This is an optimization exercise on Yosys and OpenROAD, whose aim is small area, not a production implementation.
RTL that was checked went through simulation tests only; none was proved equivalent to the original.
Power and IR drop assume default switching activity.

==> module srl_oneshot, before the edit <==
module srl_oneshot(
		input clk250_i,
		input rst_i,           
		input rst_hold_i,      
		input valid_i,
		input [1:0] phi_n_i,   
		input phi_n_next_i,    
		input [1:0] pmask_i,   
		output [1:0] hold_n_o,    
		output [1:0] trig_d_n_o,  
		output [1:0] scal_L1_o,
		output [1:0] scal_o
    );
	reg [1:0] trig_n;
	reg [1:0] dl0_n;
	reg [1:0] dl1_n;
	reg [1:0] tdl0_n;
	reg [41:0] code;         
	reg [1:0] tdl15_n;
	reg [1:0] l1_flag;
	reg [1:0] flag;
	wire pa = !dl1_n[0];
	wire pb = !dl1_n[1];
	wire ta = !tdl0_n[0];
	wire tb = !tdl0_n[1];
	wire [2:0] enc = {pa & pb, pb & (!pa | ta), tb | (pa & !pb)};
	wire [2:0] y = code[41:39];
	wire pb15 = y[2] | y[1];
	wire pa15 = y[2] | (!y[1] & y[0]);
	wire ta15 = y[2] & y[1];
	wire tb15 = pb15 & y[0];
	wire [1:0] p15 = {pb15, pa15};
	always @(posedge clk250_i) begin
		if (rst_hold_i) trig_n <= 2'b11;
		else begin
			trig_n[0] <= phi_n_i[0] | phi_n_i[1] | pmask_i[0];
			trig_n[1] <= phi_n_i[1] | phi_n_next_i | pmask_i[1];
		end
		dl0_n <= phi_n_i;
		dl1_n <= dl0_n;
		tdl0_n <= trig_n;
		code <= {code[38:0], enc};
		tdl15_n <= {!tb15, !ta15};
	end
	genvar s;
	generate
		for (s = 0; s < 2; s = s + 1) begin : SEC
			always @(posedge clk250_i) begin
				if (rst_hold_i) l1_flag[s] <= 1'b0;
				else if (!phi_n_i[s]) l1_flag[s] <= 1'b1;
				else if (p15[s] && valid_i) l1_flag[s] <= 1'b0;
				if (rst_i) flag[s] <= 1'b0;
				else if (!trig_n[s]) flag[s] <= 1'b1;
				else if (!tdl15_n[s] && valid_i) flag[s] <= 1'b0;
			end
		end
	endgenerate
	assign hold_n_o = dl1_n;
	assign trig_d_n_o = tdl0_n;
	assign scal_L1_o = l1_flag;
	assign scal_o = flag;
endmodule
==> module ANITA3_simple_trigger, before the edit <==
module ANITA3_simple_trigger( clk250_i,
										rst_i,
										L1_i,
										trig_o,
										scal_o,
										scal_L1_o,
										disable_i,
										refpulse_i,
										mon_scal_o,
										ant_mask_i,
										phi_mask_i,
										phi_o,
										count_o
										);
	input clk250_i;
	input rst_i;
	input [47:0] L1_i;
	input [31:0] ant_mask_i;
	input [31:0] phi_mask_i;
	output trig_o;
	output [31:0] phi_o;
	output [31:0] scal_o;
	output [31:0] scal_L1_o;
	input refpulse_i;
	output [31:0] mon_scal_o;
	output [7:0] count_o;
	input disable_i;
	wire [31:0] phi_n;
	wire [31:0] hold_n;
	wire [31:0] trig_d_n;
	ANITA3_simple_trigger_map u_map(.clk250_i(clk250_i),
											  .mask_i(ant_mask_i),
											  .L1_i(L1_i),
											  .V_pol_phi_n_o(phi_n[15:0]),
											  .H_pol_phi_n_o(phi_n[31:16]));
	reg [1:0] rst_d;
	always @(posedge clk250_i) rst_d <= {rst_d[0], rst_i};
	wire rst_hold = rst_i | rst_d[0] | rst_d[1];
	reg [4:0] rst_age;
	reg valid;
	always @(posedge clk250_i) begin
		if (rst_i) begin
			rst_age <= 5'd0;
			valid <= 1'b0;
		end else begin
			if (!valid) rst_age <= rst_age + 5'd1;
			if (rst_age == 5'd17) valid <= 1'b1;
		end
	end
	reg [15:0] V_pol_pat;
	reg [15:0] H_pol_pat;
	reg rf_trigger;
	wire any_rf_trigger = !rst_d[0] && !(&trig_d_n);
	reg [1:0] raw_rf_trigger;
	wire trigger_holdoff;
	reg [7:0] raw_rf_count;
	reg rf_count_flag;
	reg [7:0] rf_count;
	reg trig_disable;
	generate
		genvar p, j;
		for (p = 0; p < 2; p = p + 1) begin : POL
			for (j = 0; j < 8; j = j + 1) begin : PAIR
				srl_oneshot u_pair(.clk250_i(clk250_i),
										 .rst_i(rst_i),
										 .rst_hold_i(rst_hold),
										 .valid_i(valid),
										 .phi_n_i(phi_n[16*p+2*j +: 2]),
										 .phi_n_next_i(phi_n[16*p+(2*j+2)%16]),
										 .pmask_i(phi_mask_i[16*p+2*j +: 2]),
										 .hold_n_o(hold_n[16*p+2*j +: 2]),
										 .trig_d_n_o(trig_d_n[16*p+2*j +: 2]),
										 .scal_L1_o(scal_L1_o[16*p+2*j +: 2]),
										 .scal_o(scal_o[16*p+2*j +: 2]));
			end
		end
		genvar i;
		for (i = 0; i < 32; i = i + 1) begin : MON
			srl_oneshot_with_ref u_mon(.clk250_i(clk250_i),.rst_i(rst_i),.valid_i(valid),
												.pulse_i(refpulse_i),.flag_i(scal_o[i]),
												.mon_scal_o(mon_scal_o[i]));
		end
	endgenerate
	wire latch_pat = any_rf_trigger && !trigger_holdoff;
	wire pat_load = latch_pat & ~rst_i;
	wire pat_keep = ~latch_pat & ~rst_i;
	always @(posedge clk250_i) begin
		V_pol_pat <= (~hold_n[15:0] & {16{pat_load}}) | (V_pol_pat & {16{pat_keep}});
		H_pol_pat <= (~hold_n[31:16] & {16{pat_load}}) | (H_pol_pat & {16{pat_keep}});
	end
	always @(posedge clk250_i) begin
		if (rst_i) begin
			trig_disable <= 1'b0;
			rf_trigger <= 1'b0;
			raw_rf_trigger <= 2'b00;
			rf_count_flag <= 1'b0;
			raw_rf_count <= 8'd0;
			rf_count <= 8'd0;
		end else begin
			trig_disable <= disable_i;
			rf_trigger <= latch_pat && !trig_disable;
			raw_rf_trigger <= {raw_rf_trigger[0],any_rf_trigger};
			rf_count_flag <= raw_rf_trigger[0] && !raw_rf_trigger[1];
			if (rf_count_flag) raw_rf_count <= raw_rf_count + 8'd1;
			if (rf_count_flag && trigger_holdoff) rf_count <= raw_rf_count;
		end
	end
	ANITA3_trigger_holdoff u_rf_holdoff(.clk250_i(clk250_i),
													.rst_i(rst_i),
													.trig_i(any_rf_trigger),
													.holdoff_o(trigger_holdoff));
	assign trig_o = rf_trigger;
	assign phi_o = {H_pol_pat,V_pol_pat};
	assign count_o = rf_count;
endmodule
clock: 4.0 ns
lec_check: 0
cap_margin: 20
core_margin: 2
core_utilization: 75
place_density: 0.85
slew_margin: 20
standard.sh (not shown) runs the stock make flow with config.mk's settings and CLKGATE_MAP_FILE= SYNTH_SCRIPT=/design/flow/synth_recipe.tcl, a recipe that flattens the netlist after the stock synthesis.
==> flow/flow/run.sh <==
#!/bin/bash
set -euo pipefail
export BUFFER_PORTS_ARGS="-buffer_cell sky130_fd_sc_hd__buf_1"
export CTS_ARGS="-sink_clustering_enable -repair_clock_nets -dont_use_dummy_load -buf_list sky130_fd_sc_hd__clkbuf_8 -sink_clustering_size 20 -sink_clustering_max_diameter 60"

bash standard.sh finish > standard_make.log 2>&1
Edit:
--- a/flow/design.v
+++ b/flow/design.v
@@ -9,22 +9,24 @@
 		input [1:0] pmask_i,   
 		output [1:0] hold_n_o,    
-		output [1:0] trig_d_n_o,  
+		output any_trig_next_o,   
 		output [1:0] scal_L1_o,
 		output [1:0] scal_o
     );
-	reg [1:0] trig_n;
-	reg [1:0] dl0_n;
-	reg [1:0] dl1_n;
-	reg [1:0] tdl0_n;
-	reg [41:0] code;         
+	reg [47:0] code;         
 	reg [1:0] tdl15_n;
 	reg [1:0] l1_flag;
 	reg [1:0] flag;
-	wire pa = !dl1_n[0];
-	wire pb = !dl1_n[1];
-	wire ta = !tdl0_n[0];
-	wire tb = !tdl0_n[1];
-	wire [2:0] enc = {pa & pb, pb & (!pa | ta), tb | (pa & !pb)};
-	wire [2:0] y = code[41:39];
+	wire pa_now = !phi_n_i[0];
+	wire pb_now = !phi_n_i[1];
+	wire ta_next = !rst_hold_i & pa_now & pb_now & !pmask_i[0];
+	wire tb_next = !rst_hold_i & pb_now & !phi_n_next_i & !pmask_i[1];
+	wire [2:0] enc = {pa_now & pb_now, pb_now & (!pa_now | ta_next), tb_next | (pa_now & !pb_now)};
+	wire [2:0] y0 = code[2:0];
+	wire ta0 = y0[2] & y0[1];
+	wire tb0 = (y0[2] | y0[1]) & y0[0];
+	wire [2:0] y1 = code[5:3];
+	wire pb1 = y1[2] | y1[1];
+	wire pa1 = y1[2] | (!y1[1] & y1[0]);
+	wire [2:0] y = code[47:45];
 	wire pb15 = y[2] | y[1];
 	wire pa15 = y[2] | (!y[1] & y[0]);
@@ -32,14 +34,7 @@
 	wire tb15 = pb15 & y[0];
 	wire [1:0] p15 = {pb15, pa15};
-	always @(posedge clk250_i) begin
-		if (rst_hold_i) trig_n <= 2'b11;
-		else begin
-			trig_n[0] <= phi_n_i[0] | phi_n_i[1] | pmask_i[0];
-			trig_n[1] <= phi_n_i[1] | phi_n_next_i | pmask_i[1];
-		end
-		dl0_n <= phi_n_i;
-		dl1_n <= dl0_n;
-		tdl0_n <= trig_n;
-		code <= {code[38:0], enc};
+	wire [1:0] t0 = {tb0, ta0};
+	always @(posedge clk250_i) begin
+		code <= {code[44:0], enc};
 		tdl15_n <= {!tb15, !ta15};
 	end
@@ -52,11 +47,11 @@
 				else if (p15[s] && valid_i) l1_flag[s] <= 1'b0;
 				if (rst_i) flag[s] <= 1'b0;
-				else if (!trig_n[s]) flag[s] <= 1'b1;
+				else if (t0[s]) flag[s] <= 1'b1;
 				else if (!tdl15_n[s] && valid_i) flag[s] <= 1'b0;
 			end
 		end
 	endgenerate
-	assign hold_n_o = dl1_n;
-	assign trig_d_n_o = tdl0_n;
+	assign hold_n_o = {!pb1, !pa1};
+	assign any_trig_next_o = ta_next | tb_next;
 	assign scal_L1_o = l1_flag;
 	assign scal_o = flag;
@@ -189,5 +184,5 @@
 	wire [31:0] phi_n;
 	wire [31:0] hold_n;
-	wire [31:0] trig_d_n;
+	wire [15:0] any_trig_next;
 	ANITA3_simple_trigger_map u_map(.clk250_i(clk250_i),
 											  .mask_i(ant_mask_i),
@@ -212,5 +207,6 @@
 	reg [15:0] H_pol_pat;
 	reg rf_trigger;
-	wire any_rf_trigger = !rst_d[0] && !(&trig_d_n);
+	reg any_rf_trigger;
+	reg any_rf_next;
 	reg [1:0] raw_rf_trigger;
 	wire trigger_holdoff;
@@ -231,5 +227,5 @@
 										 .pmask_i(phi_mask_i[16*p+2*j +: 2]),
 										 .hold_n_o(hold_n[16*p+2*j +: 2]),
-										 .trig_d_n_o(trig_d_n[16*p+2*j +: 2]),
+										 .any_trig_next_o(any_trig_next[8*p+j]),
 										 .scal_L1_o(scal_L1_o[16*p+2*j +: 2]),
 										 .scal_o(scal_o[16*p+2*j +: 2]));
@@ -253,4 +249,6 @@
 		if (rst_i) begin
 			trig_disable <= 1'b0;
+			any_rf_trigger <= 1'b0;
+			any_rf_next <= 1'b0;
 			rf_trigger <= 1'b0;
 			raw_rf_trigger <= 2'b00;
@@ -260,4 +258,6 @@
 		end else begin
 			trig_disable <= disable_i;
+			any_rf_trigger <= any_rf_next;
+			any_rf_next <= |any_trig_next;
 			rf_trigger <= latch_pat && !trig_disable;
 			raw_rf_trigger <= {raw_rf_trigger[0],any_rf_trigger};
Outcome:
- The new run finished with timing, DRC and antenna clean
- non-clock buffer count grows by 4
- wire length grows by about 4%
- sequential power stays flat
- sequential cell count falls by 30
- utilization grows by 0.40 points
The RTL of the first run of this note was laid out without a check of its function.

-- afterwards: timing with drivers on the ports --
In the flow no input, the clock included, has a driving cell. The finished layouts below were timed again as built, in two steps. Step 1 (the two cells are an assumption about what drives the block):
set clk [get_ports {clk250_i}]
set_driving_cell -lib_cell sky130_fd_sc_hd__clkbuf_16 $clk
set_driving_cell -lib_cell sky130_fd_sc_hd__buf_2 [delete_from_list [all_inputs] $clk]
Step 2 times the ports against the registers' clock, not the clock port: input delays grow and output delays shrink by t, the midpoint of the rising clock arrivals with the driver on. Three values: ideal, step 1, step 2; two values: the first two.
run	t (ns)	setup WS [ns]	hold slack, ns	worst slew at a driven data input, ns	cell pins on the clock port's net
the first run	0.746	1.615 / 1.644 / 0.898	0.242 / 0.207 / 0.322	0.11	1
the second run	0.742	1.704 / 1.643 / 1.046	0.246 / 0.204 / 0.264	0.09	1
After both steps every run listed still meets setup and hold. For the first run, which loses most, drivers alone change the setup slack by +0.029 ns; drivers and shift together by -0.717 ns.
